From an optimization exercise on the open Yosys and OpenROAD flow, aimed at a short achievable clock period and few clock cycles; shortcuts taken in it are not production practice. Only simulation tests tie the RTL to the original design; equivalence was not proved.

**design/flow/design.v**
```verilog
module mar810_pre
(
	input  logic [15:0]       i,
	output logic [61-1:0]  pd
);
	logic is_bal, is_mulgrp, is_40, special, lo0;
	logic bal_t, is_mul, is_bin, is_imm, is_bcc, is_adr, is_alu, is_01;
	logic is_mem, is_ld, is_st, is_inc, is_shi, xwr;
	logic use_a, use_b, wr_d, const_a, const_b;
	logic [3:0] src_a, src_b, dst;
	logic op_add, op_sub, op_and, op_orr, op_xor, op_shl, op_shr;
	logic [1:0] cb_sel;
	logic [12:0] off, off1, off2;
	always_comb begin
		is_bal    = i[7:4] == 4'b0000;
		is_mulgrp = i[7:0] == 8'h80;
		is_40     = i[6:0] == 7'h40;
		lo0       = i[3:0] == 4'b0000;
		special   = is_bal || is_mulgrp || is_40;
		bal_t  = is_bal && {i[15:8], i[3:0]} != 12'd0;
		is_mul = is_mulgrp && i[15:12] != 4'd0 && i[11:8] != 4'd0;
		is_bin = is_40 && i[15:12] == 4'd0 && !i[7];
		is_imm = is_40 && i[15:12] != 4'd0;
		is_bcc = !special && lo0;
		is_adr = !special && !lo0 && i[5:4] == 2'b11;
		is_alu = !special && !lo0 && !i[4];
		is_01  = !special && !lo0 && i[5:4] == 2'b01;
		is_mem = is_01 && i[15:11] == 5'd0;
		is_ld  = is_mem && i[6];
		is_st  = is_mem && !i[6];
		is_inc = is_01 && i[15:11] != 5'd0 && i[10:7] == 4'd0;
		is_shi = is_01 && i[15:11] != 5'd0 && i[10:7] != 4'd0;
		xwr    = is_alu || is_imm || is_adr || is_inc || is_shi;
		use_a   = 1'b0;
		use_b   = 1'b0;
		const_a = 1'b0;
		const_b = 1'b0;
		cb_sel  = 2'd0;
		src_a   = i[15:12];
		src_b   = i[11:8];
		wr_d    = 1'b0;
		dst     = i[3:0];
		if (is_alu) begin
			use_a = 1'b1; use_b = 1'b1; wr_d = 1'b1;
		end
		if (is_mul) begin
			use_a = 1'b1; use_b = 1'b1; wr_d = 1'b1; dst = i[11:8];
		end
		if (is_bin) begin
			use_a = 1'b1; src_a = i[11:8];
		end
		if (is_imm) begin
			wr_d = 1'b1; dst = i[15:12];
			const_a = 1'b1; const_b = 1'b1; cb_sel = 2'd0;
		end
		if (is_bcc) begin
			use_a = 1'b1; use_b = 1'b1;
			src_a = {i[15:13], 1'b0}; src_b = {i[15:13], 1'b1};
		end
		if (is_adr) begin
			wr_d = 1'b1;
			const_a = 1'b1; const_b = 1'b1; cb_sel = 2'd2;
		end
		if (is_ld) begin
			use_a = 1'b1; src_a = i[10:7]; wr_d = 1'b1;
		end
		if (is_st) begin
			use_a = 1'b1; use_b = 1'b1; src_a = i[10:7]; src_b = i[3:0];
		end
		if (is_inc) begin
			use_a = 1'b1; src_a = i[3:0]; wr_d = 1'b1;
			const_b = 1'b1; cb_sel = 2'd1;
		end
		if (is_shi) begin
			use_a = 1'b1; src_a = i[10:7]; wr_d = 1'b1;
			const_b = 1'b1; cb_sel = 2'd1;
		end
		op_sub = (is_alu && i[7:5] == 3'b111) || (is_inc && i[6]);
		op_and = is_alu && i[7:5] == 3'b001;
		op_orr = is_alu && i[7:5] == 3'b010;
		op_xor = is_alu && i[7:5] == 3'b011;
		op_shl = (is_alu && i[7:5] == 3'b100) || (is_shi && !i[6]);
		op_shr = (is_alu && i[7:5] == 3'b101) || (is_shi && i[6]);
		op_add = !op_sub && !op_and && !op_orr && !op_xor && !op_shl && !op_shr;
		if (is_bal)
			off = {i[15], i[15:8], i[3:0]};
		else if (is_adr)
			off = {{3{i[15]}}, i[15:6]};
		else
			off = {{6{i[12]}}, i[12:6]};
		off1 = off + 13'd1;
		off2 = off + 13'd2;
	end
	assign pd = {off2, off1, bal_t, is_mul, is_bin, is_bcc, is_adr, is_mem, is_ld, is_st, xwr,
	             use_a, use_b, wr_d, const_a, const_b, cb_sel, src_a, src_b, dst,
	             op_add, op_sub, op_and, op_orr, op_xor, op_shl, op_shr};
endmodule
module mar810_mul
(
	input  logic        clk,
	input  logic [31:0] a,
	                    b,
	output logic [31:0] p
);
	logic [31:0] pp0;
	assign pp0 = (a & {32{b[0]}}) << 0;
	logic [31:0] pp1;
	assign pp1 = (a & {32{b[1]}}) << 1;
	logic [31:0] pp2;
	assign pp2 = (a & {32{b[2]}}) << 2;
	logic [31:0] pp3;
	assign pp3 = (a & {32{b[3]}}) << 3;
	logic [31:0] pp4;
	assign pp4 = (a & {32{b[4]}}) << 4;
	logic [31:0] pp5;
	assign pp5 = (a & {32{b[5]}}) << 5;
	logic [31:0] pp6;
	assign pp6 = (a & {32{b[6]}}) << 6;
	logic [31:0] pp7;
	assign pp7 = (a & {32{b[7]}}) << 7;
	logic [31:0] pp8;
	assign pp8 = (a & {32{b[8]}}) << 8;
	logic [31:0] pp9;
	assign pp9 = (a & {32{b[9]}}) << 9;
	logic [31:0] pp10;
	assign pp10 = (a & {32{b[10]}}) << 10;
	logic [31:0] pp11;
	assign pp11 = (a & {32{b[11]}}) << 11;
	logic [31:0] pp12;
	assign pp12 = (a & {32{b[12]}}) << 12;
	logic [31:0] pp13;
	assign pp13 = (a & {32{b[13]}}) << 13;
	logic [31:0] pp14;
	assign pp14 = (a & {32{b[14]}}) << 14;
	logic [31:0] pp15;
	assign pp15 = (a & {32{b[15]}}) << 15;
	logic [31:0] pp16;
	assign pp16 = (a & {32{b[16]}}) << 16;
	logic [31:0] pp17;
	assign pp17 = (a & {32{b[17]}}) << 17;
	logic [31:0] pp18;
	assign pp18 = (a & {32{b[18]}}) << 18;
	logic [31:0] pp19;
	assign pp19 = (a & {32{b[19]}}) << 19;
	logic [31:0] pp20;
	assign pp20 = (a & {32{b[20]}}) << 20;
	logic [31:0] pp21;
	assign pp21 = (a & {32{b[21]}}) << 21;
	logic [31:0] pp22;
	assign pp22 = (a & {32{b[22]}}) << 22;
	logic [31:0] pp23;
	assign pp23 = (a & {32{b[23]}}) << 23;
	logic [31:0] pp24;
	assign pp24 = (a & {32{b[24]}}) << 24;
	logic [31:0] pp25;
	assign pp25 = (a & {32{b[25]}}) << 25;
	logic [31:0] pp26;
	assign pp26 = (a & {32{b[26]}}) << 26;
	logic [31:0] pp27;
	assign pp27 = (a & {32{b[27]}}) << 27;
	logic [31:0] pp28;
	assign pp28 = (a & {32{b[28]}}) << 28;
	logic [31:0] pp29;
	assign pp29 = (a & {32{b[29]}}) << 29;
	logic [31:0] pp30;
	assign pp30 = (a & {32{b[30]}}) << 30;
	logic [31:0] pp31;
	assign pp31 = (a & {32{b[31]}}) << 31;
	logic [31:0] l1_s1, l1_c2;
	assign l1_s1 = pp0 ^ pp1 ^ pp2;
	assign l1_c2 = ((pp0 & pp1) | (pp0 & pp2) | (pp1 & pp2)) << 1;
	logic [31:0] l1_s3, l1_c4;
	assign l1_s3 = pp3 ^ pp4 ^ pp5;
	assign l1_c4 = ((pp3 & pp4) | (pp3 & pp5) | (pp4 & pp5)) << 1;
	logic [31:0] l1_s5, l1_c6;
	assign l1_s5 = pp6 ^ pp7 ^ pp8;
	assign l1_c6 = ((pp6 & pp7) | (pp6 & pp8) | (pp7 & pp8)) << 1;
	logic [31:0] l1_s7, l1_c8;
	assign l1_s7 = pp9 ^ pp10 ^ pp11;
	assign l1_c8 = ((pp9 & pp10) | (pp9 & pp11) | (pp10 & pp11)) << 1;
	logic [31:0] l1_s9, l1_c10;
	assign l1_s9 = pp12 ^ pp13 ^ pp14;
	assign l1_c10 = ((pp12 & pp13) | (pp12 & pp14) | (pp13 & pp14)) << 1;
	logic [31:0] l1_s11, l1_c12;
	assign l1_s11 = pp15 ^ pp16 ^ pp17;
	assign l1_c12 = ((pp15 & pp16) | (pp15 & pp17) | (pp16 & pp17)) << 1;
	logic [31:0] l1_s13, l1_c14;
	assign l1_s13 = pp18 ^ pp19 ^ pp20;
	assign l1_c14 = ((pp18 & pp19) | (pp18 & pp20) | (pp19 & pp20)) << 1;
	logic [31:0] l1_s15, l1_c16;
	assign l1_s15 = pp21 ^ pp22 ^ pp23;
	assign l1_c16 = ((pp21 & pp22) | (pp21 & pp23) | (pp22 & pp23)) << 1;
	logic [31:0] l1_s17, l1_c18;
	assign l1_s17 = pp24 ^ pp25 ^ pp26;
	assign l1_c18 = ((pp24 & pp25) | (pp24 & pp26) | (pp25 & pp26)) << 1;
	logic [31:0] l1_s19, l1_c20;
	assign l1_s19 = pp27 ^ pp28 ^ pp29;
	assign l1_c20 = ((pp27 & pp28) | (pp27 & pp29) | (pp28 & pp29)) << 1;
	logic [31:0] l1_s21, l1_c22;
	assign l1_s21 = l1_s1 ^ l1_c2 ^ l1_s3;
	assign l1_c22 = ((l1_s1 & l1_c2) | (l1_s1 & l1_s3) | (l1_c2 & l1_s3)) << 1;
	logic [31:0] l1_s23, l1_c24;
	assign l1_s23 = l1_c4 ^ l1_s5 ^ l1_c6;
	assign l1_c24 = ((l1_c4 & l1_s5) | (l1_c4 & l1_c6) | (l1_s5 & l1_c6)) << 1;
	logic [31:0] l1_s25, l1_c26;
	assign l1_s25 = l1_s7 ^ l1_c8 ^ l1_s9;
	assign l1_c26 = ((l1_s7 & l1_c8) | (l1_s7 & l1_s9) | (l1_c8 & l1_s9)) << 1;
	logic [31:0] l1_s27, l1_c28;
	assign l1_s27 = l1_c10 ^ l1_s11 ^ l1_c12;
	assign l1_c28 = ((l1_c10 & l1_s11) | (l1_c10 & l1_c12) | (l1_s11 & l1_c12)) << 1;
	logic [31:0] l1_s29, l1_c30;
	assign l1_s29 = l1_s13 ^ l1_c14 ^ l1_s15;
	assign l1_c30 = ((l1_s13 & l1_c14) | (l1_s13 & l1_s15) | (l1_c14 & l1_s15)) << 1;
	logic [31:0] l1_s31, l1_c32;
	assign l1_s31 = l1_c16 ^ l1_s17 ^ l1_c18;
	assign l1_c32 = ((l1_c16 & l1_s17) | (l1_c16 & l1_c18) | (l1_s17 & l1_c18)) << 1;
	logic [31:0] l1_s33, l1_c34;
	assign l1_s33 = l1_s19 ^ l1_c20 ^ pp30;
	assign l1_c34 = ((l1_s19 & l1_c20) | (l1_s19 & pp30) | (l1_c20 & pp30)) << 1;
	logic [31:0] l1_s35, l1_c36;
	assign l1_s35 = l1_s21 ^ l1_c22 ^ l1_s23;
	assign l1_c36 = ((l1_s21 & l1_c22) | (l1_s21 & l1_s23) | (l1_c22 & l1_s23)) << 1;
	logic [31:0] l1_s37, l1_c38;
	assign l1_s37 = l1_c24 ^ l1_s25 ^ l1_c26;
	assign l1_c38 = ((l1_c24 & l1_s25) | (l1_c24 & l1_c26) | (l1_s25 & l1_c26)) << 1;
	logic [31:0] l1_s39, l1_c40;
	assign l1_s39 = l1_s27 ^ l1_c28 ^ l1_s29;
	assign l1_c40 = ((l1_s27 & l1_c28) | (l1_s27 & l1_s29) | (l1_c28 & l1_s29)) << 1;
	logic [31:0] l1_s41, l1_c42;
	assign l1_s41 = l1_c30 ^ l1_s31 ^ l1_c32;
	assign l1_c42 = ((l1_c30 & l1_s31) | (l1_c30 & l1_c32) | (l1_s31 & l1_c32)) << 1;
	logic [31:0] l1_s43, l1_c44;
	assign l1_s43 = l1_s33 ^ l1_c34 ^ pp31;
	assign l1_c44 = ((l1_s33 & l1_c34) | (l1_s33 & pp31) | (l1_c34 & pp31)) << 1;
	logic [31:0] l1_s45, l1_c46;
	assign l1_s45 = l1_s35 ^ l1_c36 ^ l1_s37;
	assign l1_c46 = ((l1_s35 & l1_c36) | (l1_s35 & l1_s37) | (l1_c36 & l1_s37)) << 1;
	logic [31:0] l1_s47, l1_c48;
	assign l1_s47 = l1_c38 ^ l1_s39 ^ l1_c40;
	assign l1_c48 = ((l1_c38 & l1_s39) | (l1_c38 & l1_c40) | (l1_s39 & l1_c40)) << 1;
	logic [31:0] l1_s49, l1_c50;
	assign l1_s49 = l1_s41 ^ l1_c42 ^ l1_s43;
	assign l1_c50 = ((l1_s41 & l1_c42) | (l1_s41 & l1_s43) | (l1_c42 & l1_s43)) << 1;
	logic [31:0] r1_0;
	logic [31:0] r1_1;
	logic [31:0] r1_2;
	logic [31:0] r1_3;
	logic [31:0] r1_4;
	logic [31:0] r1_5;
	logic [31:0] r1_6;
	always_ff @(posedge clk) begin
		r1_0 <= l1_s45;
		r1_1 <= l1_c46;
		r1_2 <= l1_s47;
		r1_3 <= l1_c48;
		r1_4 <= l1_s49;
		r1_5 <= l1_c50;
		r1_6 <= l1_c44;
	end
	logic [31:0] l2_s51, l2_c52;
	assign l2_s51 = r1_0 ^ r1_1 ^ r1_2;
	assign l2_c52 = ((r1_0 & r1_1) | (r1_0 & r1_2) | (r1_1 & r1_2)) << 1;
	logic [31:0] l2_s53, l2_c54;
	assign l2_s53 = r1_3 ^ r1_4 ^ r1_5;
	assign l2_c54 = ((r1_3 & r1_4) | (r1_3 & r1_5) | (r1_4 & r1_5)) << 1;
	logic [31:0] l2_s55, l2_c56;
	assign l2_s55 = l2_s51 ^ l2_c52 ^ l2_s53;
	assign l2_c56 = ((l2_s51 & l2_c52) | (l2_s51 & l2_s53) | (l2_c52 & l2_s53)) << 1;
	logic [31:0] l2_s57, l2_c58;
	assign l2_s57 = l2_s55 ^ l2_c56 ^ l2_c54;
	assign l2_c58 = ((l2_s55 & l2_c56) | (l2_s55 & l2_c54) | (l2_c56 & l2_c54)) << 1;
	logic [31:0] l2_s59, l2_c60;
	assign l2_s59 = l2_s57 ^ l2_c58 ^ r1_6;
	assign l2_c60 = ((l2_s57 & l2_c58) | (l2_s57 & r1_6) | (l2_c58 & r1_6)) << 1;
	logic [31:0] r2_0, r2_1;
	always_ff @(posedge clk) begin
		r2_0 <= l2_s59;
		r2_1 <= l2_c60;
	end
	assign p = r2_0 + r2_1;
endmodule
module mar810
(
	input  logic        clk,
	                    rst_n,
	input  logic        irq,
	                    halt,
	input  logic        fetch_ready,
	                    data_ready,
	input  logic [31:0] fetch_data_rd,
	                    data_data_rd,
	output logic [31:0] data_data_wr,
	output logic [29:0] fetch_addr,
	                    data_addr,
	output logic        fetch_start,
	                    data_start,
	                    data_write,
	output logic [3:0]  data_data_be,
	output logic        halted
);
	localparam int PD_BALT = 34, PD_MUL = 33, PD_BIN = 32, PD_BCC = 31, PD_ADR = 30,
	               PD_MEM = 29, PD_LD = 28, PD_ST = 27, PD_XWR = 26, PD_USEA = 25,
	               PD_USEB = 24, PD_WRD = 23, PD_CA = 22, PD_CB = 21;
	assign halted = 1'b0;
	assign data_data_be = 4'b1111;
	logic [29:0] fptr;
	logic        f_busy, f_disc, f_odd;
	logic [15:0] hq [6];
	logic [60:0] hp [6];
	logic [2:0]  hcnt;
	logic [30:0] dpc;
	logic [30:0] hpc [6];
	logic [29:0] f_w;
	logic        redir;
	logic [30:0] redir_tgt;
	logic        d_go, d_adv;
	logic f_acc, f_resp, push, two;
	logic        sel_x2, sel_x, sel_d, spec, pres_ok;
	logic        psel_s, psel_x2, psel_xt, psel_br, psel_b1;
	logic        np_x2, np_xt, np_br, np_b1, np_s;
	logic [29:0] alt;
	logic        br_ok, br_bcc, s1;
	logic        br1_ok, skip1;
	logic [30:0] br1_tgt;
	logic [30:0] br_tgt, pres_tgt;
	logic [29:0] pres_next, pres_next2, s1_w1, s1_w2;
	logic        binadr;
	assign sel_x2   = psel_x2;
	assign sel_x    = psel_xt;
	assign sel_d    = psel_br;
	assign spec     = psel_s;
	assign pres_tgt = psel_xt ? x_tgt : psel_br ? br_tgt : br1_tgt;
	assign pres_next  = pres_tgt[30:1] + 30'd1;
	assign pres_next2 = pres_tgt[30:1] + 30'd2;
	assign fetch_addr  = psel_s ? alt : fptr;
	logic nroom;
	assign fetch_start = psel_s || !nroom;
	assign f_acc  = fetch_start && (!f_busy || fetch_ready);
	assign f_resp = f_busy && fetch_ready;
	assign push   = f_resp && !f_disc;
	logic s1_taken, s1push;
	assign s1_taken = sel_x2 && (x_bcc ? x_taken : d_redir);
	assign s1push   = s1_taken && f_resp;
	always_ff @(posedge clk or negedge rst_n)
		if (!rst_n) begin
			fptr   <= 30'd0;
			f_busy <= 1'b0;
			f_disc <= 1'b0;
			f_odd  <= 1'b0;
			hcnt   <= 3'd0;
		end else if (redir) begin
			if (s1_taken) begin
				if (!f_resp) begin
					fptr   <= s1_w1;
					f_busy <= 1'b1;
				end else if (f_acc) begin
					fptr   <= s1_w2;
					f_busy <= 1'b1;
				end else begin
					fptr   <= s1_w1;
					f_busy <= 1'b0;
				end
				f_disc <= 1'b0;
				f_odd  <= f_resp ? 1'b0 : x_tgt[0];
				hcnt   <= f_resp ? (x_tgt[0] ? 3'd1 : 3'd2) : 3'd0;
			end else begin
				if (pres_ok) begin
					fptr   <= pres_next;
					f_busy <= 1'b1;
					f_disc <= 1'b0;
				end else begin
					fptr   <= redir_tgt[30:1];
					f_busy <= f_acc || (f_busy && !fetch_ready);
					f_disc <= f_acc || (f_busy && !fetch_ready);
				end
				f_odd  <= redir_tgt[0];
				hcnt   <= 3'd0;
			end
		end else begin
			if (f_acc) begin
				if (!spec)
					fptr <= fptr + 30'd1;
				f_busy <= 1'b1;
				f_disc <= spec;
			end else if (f_resp)
				f_busy <= 1'b0;
			if (push)
				f_odd <= 1'b0;
			hcnt <= d_adv ? hcnt_go : hcnt_st;
		end
	always_ff @(posedge clk)
		if (f_acc)
			f_w <= fetch_addr;
	logic [2:0] hcnt_go, hcnt_st, pushamt;
	logic [2:0] hc_p0, hc_p1, hc_p2, hc_m1, hc_p1m, hc_p2m;
	assign pushamt = push ? ({2'b00, lo_ok} + {2'b00, hi_ok}) : 3'd0;
	assign hc_p0  = hcnt;
	assign hc_p1  = hcnt + 3'd1;
	assign hc_p2  = hcnt + 3'd2;
	assign hc_m1  = hcnt - 3'd1;
	assign hc_p1m = hcnt;
	assign hc_p2m = hcnt + 3'd1;
	assign hcnt_st = pushamt == 3'd2 ? hc_p2 : pushamt == 3'd1 ? hc_p1 : hc_p0;
	assign hcnt_go = pushamt == 3'd2 ? hc_p2m : pushamt == 3'd1 ? hc_p1m : hc_m1;
	logic nx_f_busy, room_go, room_st;
	logic [1:0] pmax;
	logic r_st0, r_st1, r_st2, r_go0, r_go1, r_go2, r_st0b, r_st1b, r_st2b, r_go0b, r_go1b, r_go2b;
	assign nx_f_busy = f_acc || (f_busy && !fetch_ready);
	assign pmax = push ? (f_odd ? 2'd1 : 2'd2) : 2'd0;
	assign r_st0  = {1'b0, hcnt} <= 4'd4;
	assign r_st1  = {1'b0, hcnt} <= 4'd3;
	assign r_st2  = {1'b0, hcnt} <= 4'd2;
	assign r_st0b = {1'b0, hcnt} <= 4'd2;
	assign r_st1b = {1'b0, hcnt} <= 4'd1;
	assign r_st2b = {1'b0, hcnt} <= 4'd0;
	assign r_go0  = {1'b0, hcnt} <= 4'd5;
	assign r_go1  = {1'b0, hcnt} <= 4'd4;
	assign r_go2  = {1'b0, hcnt} <= 4'd3;
	assign r_go0b = {1'b0, hcnt} <= 4'd3;
	assign r_go1b = {1'b0, hcnt} <= 4'd2;
	assign r_go2b = {1'b0, hcnt} <= 4'd1;
	assign room_st = nx_f_busy ? (pmax == 2'd2 ? r_st2b : pmax == 2'd1 ? r_st1b : r_st0b)
	                           : (pmax == 2'd2 ? r_st2  : pmax == 2'd1 ? r_st1  : r_st0);
	assign room_go = nx_f_busy ? (pmax == 2'd2 ? r_go2b : pmax == 2'd1 ? r_go1b : r_go0b)
	                           : (pmax == 2'd2 ? r_go2  : pmax == 2'd1 ? r_go1  : r_go0);
	always_ff @(posedge clk or negedge rst_n)
		if (!rst_n)
			nroom <= 1'b0;
		else
			nroom <= !(redir || (d_adv ? room_go : room_st));
	logic [15:0] n1;
	logic [12:0] n1_off;
	logic        n1_bal, n1_bcc, n1_adrbin;
	assign n1 = hq[1];
	assign n1_bal = hp[1][PD_BALT];
	assign n1_bcc = hp[1][PD_BCC];
	assign n1_adrbin = hp[1][PD_ADR] && hcnt >= 3'd3 && hp[2][PD_BIN] && hq[2][11:8] == n1[3:0];
	assign n1_off = hp[1][47:35];
	logic nx_br_ok, nx_s1, nx_x_bcc, nx_x_bin, nx_binadr, nx_br1_ok;
	always_comb begin
		nx_br_ok = br_ok;
		if (redir)
			nx_br_ok = 1'b0;
		else if (d_adv)
			nx_br_ok = hcnt >= 3'd2 && (n1_bal || n1_bcc || n1_adrbin);
		else if (hcnt == 3'd0)
			nx_br_ok = 1'b0;
		else if (bal_wait)
			nx_br_ok = 1'b1;
		nx_s1     = !redir && sel_d && br_bcc && f_acc && d_adv;
		if (redir)
			nx_br1_ok = 1'b0;
		else if (d_adv)
			nx_br1_ok = hcnt >= 3'd3 && hp[2][PD_BALT];
		else
			nx_br1_ok = br1_ok && hcnt >= 3'd2;
		nx_x_bcc  = d_adv && is_bcc;
		nx_x_bin  = d_adv && is_bin && !bin_early;
		nx_binadr = d_adv && is_adr && hcnt >= 3'd2 && hp[1][PD_BIN]
		            && n1[11:8] == r_lo;
		np_x2 = (nx_x_bcc || nx_binadr) && nx_s1;
		np_xt = (nx_x_bcc || nx_binadr) && !nx_s1;
		np_br = nx_br_ok && !nx_x_bcc && !nx_x_bin && !nx_binadr;
		np_b1 = nx_br1_ok && !nx_br_ok && !nx_x_bcc && !nx_x_bin && !nx_binadr;
		np_s  = np_x2 || np_xt || np_br || np_b1;
	end
	logic [30:0] nb_tgt, nb1_tgt;
	assign nb_tgt  = d_go ? hpc[1] + {{18{n1_off[12]}}, n1_off} : bal_wait ? d_tgt : br_tgt;
	assign nb1_tgt = d_go ? hpc[2] + {{18{hp[2][47]}}, hp[2][47:35]} : br1_tgt;
	always_ff @(posedge clk or negedge rst_n)
		if (!rst_n) begin
			br_ok   <= 1'b0;
			br_bcc  <= 1'b0;
			s1      <= 1'b0;
			binadr  <= 1'b0;
			psel_s  <= 1'b0;
			psel_x2 <= 1'b0;
			psel_xt <= 1'b0;
			psel_br <= 1'b0;
			psel_b1 <= 1'b0;
			br1_ok  <= 1'b0;
		end else begin
			br1_ok  <= nx_br1_ok;
			psel_b1 <= np_b1;
			br_ok <= nx_br_ok;
			if (!redir && d_adv)
				br_bcc <= n1_bcc || n1_adrbin;
			else if (bal_wait)
				br_bcc <= 1'b0;
			s1     <= nx_s1;
			binadr <= nx_binadr;
			psel_x2 <= np_x2;
			psel_xt <= np_xt;
			psel_br <= np_br;
			psel_s  <= np_s;
		end
	always_ff @(posedge clk) begin
		br_tgt  <= nb_tgt;
		br1_tgt <= nb1_tgt;
		alt <= ({30{np_x2}} & pres_next) | ({30{np_xt}} & d_tgt[30:1])
		     | ({30{np_br}} & nb_tgt[30:1]) | ({30{np_b1}} & nb1_tgt[30:1]);
		s1_w1 <= pres_next;
		s1_w2 <= pres_next2;
	end
	logic [15:0] in_lo, in_hi, s1_first;
	logic [60:0] pd_lo, pd_hi, ps1_first;
	logic        lo_ok, hi_ok;
	logic [107:0] e_lo, e_hi, e_first, e_s1a, e_s1b;
	assign in_lo = fetch_data_rd[15:0];
	assign in_hi = fetch_data_rd[31:16];
	mar810_pre pre_lo (.i(in_lo), .pd(pd_lo));
	mar810_pre pre_hi (.i(in_hi), .pd(pd_hi));
	assign lo_ok = !f_odd && in_lo != 16'd0;
	assign hi_ok = in_hi != 16'd0;
	assign two   = lo_ok && hi_ok;
	assign e_lo    = {{f_w, 1'b0}, pd_lo, in_lo};
	assign e_hi    = {{f_w, 1'b1}, pd_hi, in_hi};
	assign e_first = lo_ok ? e_lo : e_hi;
	assign e_s1a   = x_tgt[0] ? {x_tgt, pd_hi, in_hi} : {x_tgt, pd_lo, in_lo};
	assign e_s1b   = {{x_tgt[30:1], 1'b1}, pd_hi, in_hi};
	logic [107:0] qe [6], qe_up [6], qe_go [6], qe_st [6];
	always_comb
		for (int k = 0; k < 6; k++)
			qe[k] = {hpc[k], hp[k], hq[k]};
	always_comb begin
		for (int k = 0; k < 5; k++)
			qe_up[k] = qe[k + 1];
		qe_up[5] = qe[5];
	end
	always_comb
		for (int k = 0; k < 6; k++) begin
			if (hcnt == 3'(k + 1))
				qe_go[k] = e_first;
			else if (hcnt == 3'(k))
				qe_go[k] = e_hi;
			else
				qe_go[k] = qe_up[k];
			if (hcnt == 3'(k))
				qe_st[k] = e_first;
			else if (hcnt + 3'd1 == 3'(k))
				qe_st[k] = e_hi;
			else
				qe_st[k] = qe[k];
		end
	always_ff @(posedge clk)
		for (int k = 0; k < 6; k++)
			if (s1_taken && k == 0)
				{hpc[k], hp[k], hq[k]} <= e_s1a;
			else if (s1_taken && k == 1)
				{hpc[k], hp[k], hq[k]} <= e_s1b;
			else
				{hpc[k], hp[k], hq[k]} <= d_go ? qe_go[k] : qe_st[k];
	assign dpc = hpc[0];
	logic [15:0] i;
	logic        d_valid;
	assign i = hq[0];
	assign d_valid = hcnt != 3'd0;
	logic [60:0] pd0;
	logic bal_taken, is_mul, is_bin, is_bcc, is_adr, is_mem, is_ld, is_st, is_xwr;
	logic use_a, use_b, wr_d, const_a, const_b;
	logic [1:0] cb_sel;
	logic [3:0] src_a, src_b, dst;
	logic op_add, op_sub, op_and, op_orr, op_xor, op_shl, op_shr;
	assign pd0 = hp[0];
	logic [12:0] d_off1, d_off2;
	assign {d_off2, d_off1, bal_taken, is_mul, is_bin, is_bcc, is_adr, is_mem, is_ld, is_st, is_xwr,
	        use_a, use_b, wr_d, const_a, const_b, cb_sel, src_a, src_b, dst,
	        op_add, op_sub, op_and, op_orr, op_xor, op_shl, op_shr} = pd0;
	logic [30:0] d_tgt;
	logic [30:0] adr_off;
	always_comb begin
		adr_off = {{21{i[15]}}, i[15:6]};
		d_tgt = dpc + {{18{d_off1[12]}}, d_off1};
	end
	logic [31:0] rf [16];
	logic        x_wr, x_bcc, x_bin, x_mul, x_adr;
	logic        x_add, x_sub, x_and, x_orr, x_xor, x_shl, x_shr;
	logic [3:0]  x_rd;
	logic [1:0]  x_cond;
	logic [31:0] x_a, x_b, xres;
	logic [30:0] x_tgt;
	logic        m2_v, m3_v;
	logic [3:0]  m2_rd, m3_rd;
	logic [31:0] mres;
	logic        ds, d_busy, ld_pend;
	logic [3:0]  ld_rd;
	logic        ld_ret;
	assign ld_ret = ld_pend && d_busy && data_ready;
	function automatic logic [31:0] rd_early(input logic [3:0] r);
		if (r == 4'd0)
			rd_early = 32'd0;
		else if (ld_pend && ld_rd == r)
			rd_early = data_data_rd;
		else if (m3_v && m3_rd == r)
			rd_early = mres;
		else
			rd_early = rf[r];
	endfunction
	logic [3:0] r_mid, r_lo;
	assign r_mid = i[11:8];
	assign r_lo  = i[3:0];
	logic [31:0] ca, cb;
	always_comb begin
		ca = is_adr ? {dpc, 1'b1} : 32'd0;
		case (cb_sel)
			2'd0: cb = {{27{i[11]}}, i[11:7]};
			2'd1: cb = {27'd0, i[15:11]};
			default: cb = {adr_off, 1'b1};
		endcase
	end
	logic [31:0] ea, eb, va, vb;
	logic        hit_xa, hit_xb;
	assign ea = const_a ? ca : rd_early(src_a);
	assign eb = const_b ? cb : rd_early(src_b);
	assign hit_xa = !const_a && x_wr && x_rd == src_a;
	assign hit_xb = !const_b && x_wr && x_rd == src_b;
	assign va = hit_xa ? xres : ea;
	assign vb = hit_xb ? xres : eb;
	logic m1_v;
	logic [3:0] m1_rd;
	logic ld_wait, hz_ld, hz_mul, mem_ok, stall;
	assign ld_wait = ld_pend && !(d_busy && data_ready);
	assign hz_ld = ld_wait && ((use_a && src_a == ld_rd) || (use_b && src_b == ld_rd)
	                           || (wr_d && dst == ld_rd));
	assign hz_mul = (m1_v && ((use_a && src_a == m1_rd) || (use_b && src_b == m1_rd)
	                          || (wr_d && dst == m1_rd)))
	             || (m2_v && ((use_a && src_a == m2_rd) || (use_b && src_b == m2_rd)));
	assign mem_ok = !ds && (!d_busy || data_ready);
	logic bal_wait;
	assign bal_wait = d_valid && bal_taken && !br_ok;
	assign stall = hz_ld || hz_mul || (is_mem && !mem_ok) || bal_wait;
	assign d_go  = d_valid && !stall;
	assign d_adv = d_go && !x_redir;
	logic bin_early;
	assign bin_early = x_wr && x_adr && x_rd == r_mid;
	logic x_redir, x_taken;
	logic [32:0] x_sum;
	always_comb begin
		x_sum = {x_a, 1'b1} + {x_b ^ {32{x_sub}}, x_sub};
		xres = ({32{x_add | x_sub}} & x_sum[32:1])
		     | ({32{x_and}} & (x_a & x_b))
		     | ({32{x_orr}} & (x_a | x_b))
		     | ({32{x_xor}} & (x_a ^ x_b))
		     | ({32{x_shl && x_b[31:5] == 27'd0}} & (x_a << x_b[4:0]))
		     | ({32{x_shr && x_b[31:5] == 27'd0}} & (x_a >> x_b[4:0]));
		case (x_cond)
			2'b00: x_taken = 1'b1;
			2'b01: x_taken = {!x_a[31], x_a[30:0]} < {!x_b[31], x_b[30:0]};
			2'b10: x_taken = x_a == x_b;
			default: x_taken = x_a != x_b;
		endcase
	end
	assign x_redir = (x_bcc && x_taken) || x_bin;
	logic d_redir;
	assign d_redir = d_valid && ((bal_taken && br_ok) || (is_bin && bin_early));
	assign skip1 = psel_b1 && f_acc && d_adv && !d_redir;
	assign pres_ok = f_acc && (sel_x ? (x_redir || (binadr && d_redir))
	                                 : sel_d ? (d_redir && !x_redir) : skip1);
	always_comb begin
		redir = x_redir || d_redir || skip1;
		if (x_redir)
			redir_tgt = x_bin ? x_a[31:1] : x_tgt;
		else if (!d_redir)
			redir_tgt = br1_tgt;
		else if (is_bin)
			redir_tgt = x_tgt;
		else
			redir_tgt = br_tgt;
	end
	always_ff @(posedge clk or negedge rst_n)
		if (!rst_n) begin
			x_wr  <= 1'b0;
			x_bcc <= 1'b0;
			x_bin <= 1'b0;
			x_mul <= 1'b0;
		end else begin
			x_wr  <= d_adv && is_xwr;
			x_bcc <= nx_x_bcc;
			x_bin <= nx_x_bin;
			x_mul <= d_adv && is_mul;
		end
	always_ff @(posedge clk) begin
		x_tgt  <= d_tgt;
		x_cond <= i[5:4];
		x_rd   <= dst;
		x_adr  <= is_adr;
		x_a    <= va;
		x_b    <= vb;
		x_add <= op_add;
		x_sub <= op_sub;
		x_and <= op_and;
		x_orr <= op_orr;
		x_xor <= op_xor;
		x_shl <= op_shl;
		x_shr <= op_shr;
	end
	assign m1_v  = x_mul;
	assign m1_rd = x_rd;
	mar810_mul mul
	(
		.clk(clk),
		.a(x_a),
		.b(x_b),
		.p(mres)
	);
	always_ff @(posedge clk or negedge rst_n)
		if (!rst_n) begin
			m2_v <= 1'b0;
			m3_v <= 1'b0;
		end else begin
			m2_v <= x_mul;
			m3_v <= m2_v;
		end
	always_ff @(posedge clk) begin
		m2_rd <= x_rd;
		m3_rd <= m2_rd;
	end
	always_ff @(posedge clk) begin
		rf[0] <= 32'd0;
		for (int k = 1; k < 16; k++)
			if (x_wr && x_rd == 4'(k))
				rf[k] <= xres;
			else if (ld_ret && ld_rd == 4'(k))
				rf[k] <= data_data_rd;
			else if (m3_v && m3_rd == 4'(k))
				rf[k] <= mres;
	end
	logic mem_go;
	assign mem_go = d_adv && is_mem;
	always_ff @(posedge clk or negedge rst_n)
		if (!rst_n) begin
			ds      <= 1'b0;
			d_busy  <= 1'b0;
			ld_pend <= 1'b0;
		end else begin
			ds     <= mem_go;
			d_busy <= ds || (d_busy && !data_ready);
			if (mem_go && is_ld)
				ld_pend <= 1'b1;
			else if (ld_ret)
				ld_pend <= 1'b0;
		end
	assign data_start = ds;
	always_ff @(posedge clk) begin
		if (d_go && is_mem) begin
			data_write   <= is_st;
			data_addr    <= is_ld ? va[31:2] : vb[31:2];
			data_data_wr <= va;
		end
		if (mem_go)
			ld_rd <= r_lo;
	end
endmodule
```
**design/flow/flow/run.sh**
```bash
#!/bin/bash
set -euo pipefail
export SETUP_SLACK_MARGIN=6.5
export BUFFER_PORTS_ARGS="-buffer_cell sky130_fd_sc_hd__buf_4"
bash standard.sh > standard_flow.log 2>&1
```
**design/flow/standard.sh**
```bash
#!/bin/bash
# synth_recipe.tcl (not shown) runs the flow's synth.tcl, then flattens the netlist and writes it again
# the make line also repeats each setting of config.mk as NAME=value (left out here)
make -C /OpenROAD-flow-scripts/flow DESIGN_CONFIG=/design/flow/config.mk WORK_HOME=/design/flow/orfs CLKGATE_MAP_FILE= SYNTH_SCRIPT=/design/flow/synth_recipe.tcl "${@:-finish}"
```
**design/flow/config.mk**
```make
export PLATFORM = sky130hd
export DESIGN_NAME = mar810
export DESIGN_NICKNAME = mar810
export VERILOG_FILES = /design/flow/design.v
export SDC_FILE = /design/flow/constraint.sdc
export NUM_CORES = 4
export LEC_CHECK = 0
export ABC_CLOCK_PERIOD_IN_PS = 3000
export CAP_MARGIN = 20
export CORE_MARGIN = 2
export CORE_UTILIZATION = 40
export SLEW_MARGIN = 20
export TNS_END_PERCENT = 20
```
**design/flow/constraint.sdc**
```tcl
create_clock -name core_clock -period 10.5 [get_ports {clk}]
set_input_delay 2.1000 -clock core_clock [delete_from_list [all_inputs] [get_ports {clk}]]
set_output_delay 2.1000 -clock core_clock [all_outputs]
set_load 0.01 [all_outputs]
```
==> results.ini, run 1 <==
[drt]
final_antenna_net_count=0
via_per_inst=6.60
drc=0
firstDrtPassIters=13
wl_per_cell_um=32.0
drt_iter0_drc=19600
vias=112000
wl_um=544000

[die]
initial_utilization=0.402
pin_count=170
die_height_um=539
dieArea_sq_mm=0.291
rows=196
dieWidth_um=539
core-area_sq_mm=0.285

[placed_design]
numPortBuffers=162
place.detailed.hpwl_um=325000
finalWeightedCongestion=1.03
place_area_sq_mm=0.120

[synthesis]
async_reset_ff_frac=0.0335
ys.flop_type=edfxtp_1
synth.avg_cell_area_sq_um=8.84
ys_warn_count=11
ys_types=105
synth_edf_count=1148
synth-seq-cells=1643
postSynthCellCount=13000
synthesis.area_sq_mm=0.115
seq_area_frac_synth=0.389

[finish]
syn_to_final_growth_pct=19.5
fill_cells=26700
final_common_cell=nand2_1
post-route-cell-area_sq_mm=0.137
drive_gt1_frac=0.175
final_cell_mix=nand2_1, nor2_1, edfxtp_1, a21oi_1, o21ai_0
layout.nets=13900

[setup_path]
critPathLaunch=x_a[19]
reg2reg_from=x_a[19]
worst-path-max-fanout=12
start_kind=flop
cp_data_required_time_ns=11.24
path_class=reg2reg
worst-r2r-cell-count=19
r2r-end=alt[11]
worstPathArrival_ns=5.18
reg2reg_slack_ns=6.07
critPathCaptureType=flop

[run]
cap_violations=0

[clock_network]
cts_hold_buf=0
clk_pin_slew_ns=0.07
cts_buffer_depth=4
insertion_delay_ns=0.93
cts.sinks=1643
cts_tree=yes
cts_buffers=195
root_buffer=clkbuf_16
cts-htree-levels=4

[timing]
slew_violations=0
rsz0062_at_grt=true
finalSetupViolCount=0
tns_ns=0
finalCritPeriodShare=0.422
fmax_mhz=226
tightest_slew_ns=1.27
skew_ns=0.0883
min_period_ns=4.43
maxSlewHeadroom=0.152
hold_viol=0

[min_path]
min_path_type=reg2reg
hold-path-endpoint=mul.r2_0[2]
whs_path_depth=0
hp-start=mul.r1_0[2]

[global_route]
grt_use_total=0.353
grt_antenna_before_repair=41
grt_pass1_vias=102000
grt_overflow_total=0
grt_pass1_wl_um=751000
grt_start_max_net_pins=116

[outcome]
status=complete, no violations

==> state kept, by name, indices dropped and copies added, names as in the netlist, 31 cells and up <==
register      count
hq               96
x_tgt            31
data_data_wr     32
br_tgt           31
mul.r1_0         32
rf              480
x_a              32
mul.r2_0         32
hpc             186
br1_tgt          31
x_b              32
hp              288
==> worst max path at each step <==
stage	to	slack [ns]	cells past startpoint
global route	alt[11]	6.07	19
floorplan	hcnt[2]	5.29	16
CTS	fetch_addr[26]	6.13	4
finish	alt[11]	6.07	19
global placement	hq[0][8]	3.67	12
detailed placement	hq[0][8]	3.67	12
==> synthesized netlist by cell type (23+ instances only) <==
cell | number | area (sq um)
nand2_1 | 1559 | 5850
nor2_1 | 1487 | 5580
edfxtp_1 | 1148 | 34500
a21oi_1 | 1086 | 5440
clkbuf_1 | 977 | 3670
o21ai_0 | 962 | 4810
inv_1 | 585 | 2200
dfxtp_1 | 440 | 8810
fa_1 | 417 | 8350
a22oi_1 | 399 | 3000
ha_1 | 355 | 4440
a211oi_1 | 311 | 2330
mux2i_1 | 271 | 2710
nand3_1 | 224 | 1120
xnor2_1 | 195 | 1710
nor3_1 | 187 | 936
o22ai_1 | 187 | 1170
o211ai_1 | 185 | 1390
mux2_2 | 171 | 1930
xor2_1 | 168 | 1470
buf_1 | 138 | 518
a31oi_1 | 123 | 769
a21o_1 | 91 | 683
nand4_1 | 90 | 563
a221oi_1 | 78 | 683
and2_1 | 76 | 475
o221ai_1 | 70 | 613
a222oi_1 | 66 | 661
nand2b_1 | 62 | 388
a221o_1 | 56 | 561
dfrtp_1 | 55 | 1380
o22a_1 | 55 | 482
buf_2 | 48 | 240
or3_1 | 48 | 300
and3_1 | 42 | 263
nor2b_1 | 42 | 263
o21ai_1 | 40 | 200
o21a_1 | 38 | 285
nor4_1 | 36 | 225
o21bai_1 | 29 | 218
o32ai_1 | 23 | 201
==> layout make-up <==
type                            instances  area, sq um  share of cell area
Tap cell                             3762         4710              0.0344
Clock inverter                         96          880             0.00642
Inverter                              609         2630              0.0192
Timing Repair inverter                 10          139             0.00101
Multi-Input combinational cell       9560        67900               0.496
Clock buffer                          256         5410              0.0395
Antenna cell                           20         50.0            0.000365
Timing Repair Buffer                 1010        10500              0.0765
Sequential cell                      1643        44800               0.327
==> cell families after synthesis <==
logic type               share of synthesized area
buffers and inverters                       0.0594
adder cells (fa/ha/maj)                      0.112
AO/OA/AOI/OAI                                0.222
AND/OR/NAND/NOR                              0.145
other                                    0.0000655
multiplexers                                0.0449
flip-flops                                   0.389
XOR/XNOR                                    0.0279
==> worst max-delay path, stage by stage (launching register included) <==
cell	delay (ns)
dfxtp_1	0.35
buf_8	0.24
clkinvlp_4	0.15
ha_1	0.35
nor4_2	0.21
nand4_1	0.15
buf_6	0.16
o31ai_4	0.39
xor2_1	0.11
nand2_1	0.13
o31ai_4	0.11
buf_12	0.17
or3_4	0.38
a211oi_2	0.23
nor2_1	0.09
nand3b_1	0.27
clkinvlp_4	0.17
buf_6	0.16
buf_12	0.15
a221o_1	0.29
==> through the flow <==
step                      cells  utilization  hold slack [ns]  worst slack (ns)
after floorplan           13000            -            0.310              5.29
after global placement    16000        0.420            0.312              3.67
after detailed placement  16000        0.420            0.315              3.67
after CTS                 16700        0.465            0.332              6.13
after global routing      17000        0.480            0.336              6.07
final                     17000        0.480            0.332              6.07
==> timing repair <==
action | 4_1_cts | 5_1_grt
buffers inserted | 261 | 217
gates cloned | 48 | 23
setup endpoints to repair | 1653 | 1374
pin swaps | 154 | 156
resized for setup | 781 | 519
==> metal layers <==
metal  GRT usage  vias up  share of wire  wire length, um
li1            -    46900              -                -
met1       0.458    53600           0.36           198000
met2       0.502     9088           0.40           220000
met3       0.120     2214           0.15            82900
met4       0.221       36          0.079            42900
met5     0.00247        -        0.00078              426
Testbench counts, summed over its fixed seeds: cycles 29,642.
==> run 2: changes to the inputs <==
--- a/design/flow/config.mk
+++ b/design/flow/config.mk
@@ -10,3 +10,3 @@
 export CORE_MARGIN = 2
-export CORE_UTILIZATION = 40
+export CORE_UTILIZATION = 50
 export SLEW_MARGIN = 20
==> results.ini, run 2 <==
[synthesis]
synthesis.area_sq_mm=0.115
synth_edf_count=1148
synth-seq-cells=1643
ys.flop_type=edfxtp_1
synth_area_leader_cell=edfxtp_1
synth.area.top_cells=edfxtp_1, dfxtp_1, fa_1
ys_types=105
postSynthCellCount=13000
async_reset_ff_frac=0.0335
synth_top_area_share=0.301
synth.most_common_cell=nand2_1
ys_warn_count=11
synthTopCellsByCount=nand2_1, nor2_1, edfxtp_1
synth.avg_cell_area_sq_um=8.84
seq_area_frac_synth=0.389

[clock_network]
cts.sinks=1643
cts-htree-levels=4
insertion_delay_ns=0.91
cts_tree=yes
cts_buffer_depth=3
cts_hold_buf=0
cts_buffers=187
root_buffer=clkbuf_16
clk_pin_slew_ns=0.07

[finish]
regMostFlops=rf
final_common_cell=nand2_1
fill_cells=19100
utilization=0.611
largest_register_ff_count=480
final_cell_mix=nand2_1, nor2_1, edfxtp_1, a21oi_1, o21ai_0
drive_gt1_frac=0.194
layout.nets=14000
syn_to_final_growth_pct=21.2

[setup_path]
worstPathArrival_ns=5.11
worst-path-max-fanout=12
worstPathCellList=buf_6, nor2_1, a21o_4, ha_2, nand2_2, or4_4, a21oi_4, nor2_2, a21oi_4, mux2_4, a21oi_2, a21oi_2
r2r-end=data_addr[19]
cpLargestDelayFamily=compound AO/OA/AOI/OAI gates
worst-r2r-cell-count=11
path_buf_inv=1
cpPeakStageDelay_ns=0.58
reg2reg_slack_ns=6.20
critPathCaptureType=flop
cp_data_required_time_ns=11.24
start_kind=input port
critical_path.slowest_cell=or4_4
path_class=in2reg
reg2reg_from=hp[0][12]

[global_route]
grt_pass1_vias=106000
grt_overflow_total=0
grt_start_max_net_pins=164
grt_antenna_before_repair=55
grt_pass1_wl_um=786000
grt_use_total=0.471

[timing]
slew_violations=0
maxSlewHeadroom=0.0666
finalCritPeriodShare=0.416
skew_ns=0.0906
finalSetupViolCount=0
rsz0062_at_grt=true
min_period_ns=4.37
tns_ns=0
hold_viol=0
fmax_mhz=229
tightest_slew_ns=1.40

[min_path]
hold-path-endpoint=mul.r2_0[1]
min_path_type=reg2reg
hp-start=mul.r1_0[1]
whs_path_depth=0

[drt]
firstDrtPassIters=17
vias=115000
final_antenna_net_count=0
via_per_inst=7.05
wl_per_cell_um=35.4
drt_iter0_drc=20700
drc=0
wl_um=578000

[die]
dieWidth_um=483
pin_count=170
rows=175
initial_utilization=0.504
core-area_sq_mm=0.228
die_height_um=483
dieArea_sq_mm=0.233

[placed_design]
finalWeightedCongestion=1.02
place.detailed.hpwl_um=337000
numPortBuffers=162

[outcome]
status=complete, no violations

[run]
cap_violations=0

==> run 2: changes by cell type in the layout (fill, tap and decap cells not counted), sizes merged, moves of 3 or more <==
cell,delta
buf,+115
bufbuf,+6
bufinv,+12
clkbuf,-14
nand3,+3
==> run 2: how the worst max path moves through the flow <==
stage,start,to,cells after the start
detailed placement,fetch_data_rd[18],hp[3][23],11
CTS,psel_s,fetch_start,4
floorplan,fetch_data_rd[15],hcnt[2],16
global route,fetch_data_rd[1],hp[1][45],13
global placement,fetch_data_rd[18],hp[3][23],11
finish,fetch_data_rd[4],hp[0][45],12
==> run 2: final cells by class <==
| cell class | count | area (sq um) | area share |
|---|---|---|---|
| multi-input combinational | 9567 | 69100 | 0.497 |
| sequential | 1643 | 44800 | 0.322 |
| timing repair buffer | 1132 | 12000 | 0.0863 |
| clock buffer | 242 | 5200 | 0.0374 |
| tap | 3009 | 3760 | 0.0271 |
| inverter | 609 | 2660 | 0.0191 |
| clock inverter | 107 | 1370 | 0.00988 |
| timing repair inverter | 10 | 139 | 0.000999 |
| antenna | 21 | 52.6 | 0.000378 |
==> run 2: repair_timing <==
action | 4_1_cts | 5_1_grt
gates cloned | 58 | 28
setup endpoints to repair | 1982 | 1376
pin swaps | 137 | 268
setup buffers | 268 | 319
gates resized for setup | 809 | 813
==> run 2: cell families after synthesis <==
family	share of synthesized area
muxes	0.0449
other	0.0000655
and+or+nand+nor	0.145
adders and majority gates	0.112
DFF	0.389
xor gates and xnor gates	0.0279
AOI/OAI and AO/OA	0.222
buffers and inverters	0.0594
==> run 2: through the flow <==
step | setup slack (ns) | instance area [sq um] | hold WS [ns] | std cells
floorplan | 5.29 | 115000 | 0.310 | 13000
global placement | 3.83 | 119000 | 0.316 | 15300
detailed placement | 3.66 | 119000 | 0.319 | 15300
CTS | 6.19 | 132000 | 0.336 | 16000
global route | 6.12 | 139000 | 0.343 | 16300
finish | 6.13 | 139000 | 0.335 | 16300
==> run 2: layer usage <==
| metal | vias to the layer above | routed length (um) | share of wire | global-route usage |
|---|---|---|---|---|
| li1 | 47100 | - | - | - |
| met1 | 55100 | 202000 | 0.35 | 0.598 |
| met2 | 10100 | 230000 | 0.40 | 0.655 |
| met3 | 2819 | 89900 | 0.16 | 0.175 |
| met4 | 58 | 54900 | 0.095 | 0.344 |
| met5 | - | 508 | 0.00088 | 0.00531 |

==> re-timing with driven ports <==
The results above use ideal ports. As a check the final layouts listed here were re-extracted and re-timed, cells and wires unchanged.
Step 1, drivers: a clkbuf_16 drives clk and a buf_2 each remaining input, both assumed.
Step 2 adds t to the input delays and takes it off the output delays; t is the mean of the earliest and latest rising clock arrival at the registers after step 1. Input paths then give back, and output paths get back, about the clock's delay inside the block.
a / b / c = ideal / step 1 / step 2; a / b = the first two.
run	shift t [ns]	setup slack, ns	worst register clock-pin slew, ns
run 1	0.982	6.069 / 6.034 / 5.126	0.07 / 0.07
run 2	0.965	6.135 / 5.948 / 4.983	0.07 / 0.07
After both steps setup and hold are still met in every run listed. For run 2, which loses most, drivers alone change the setup slack by -0.187 ns; drivers and shift together by -1.152 ns.
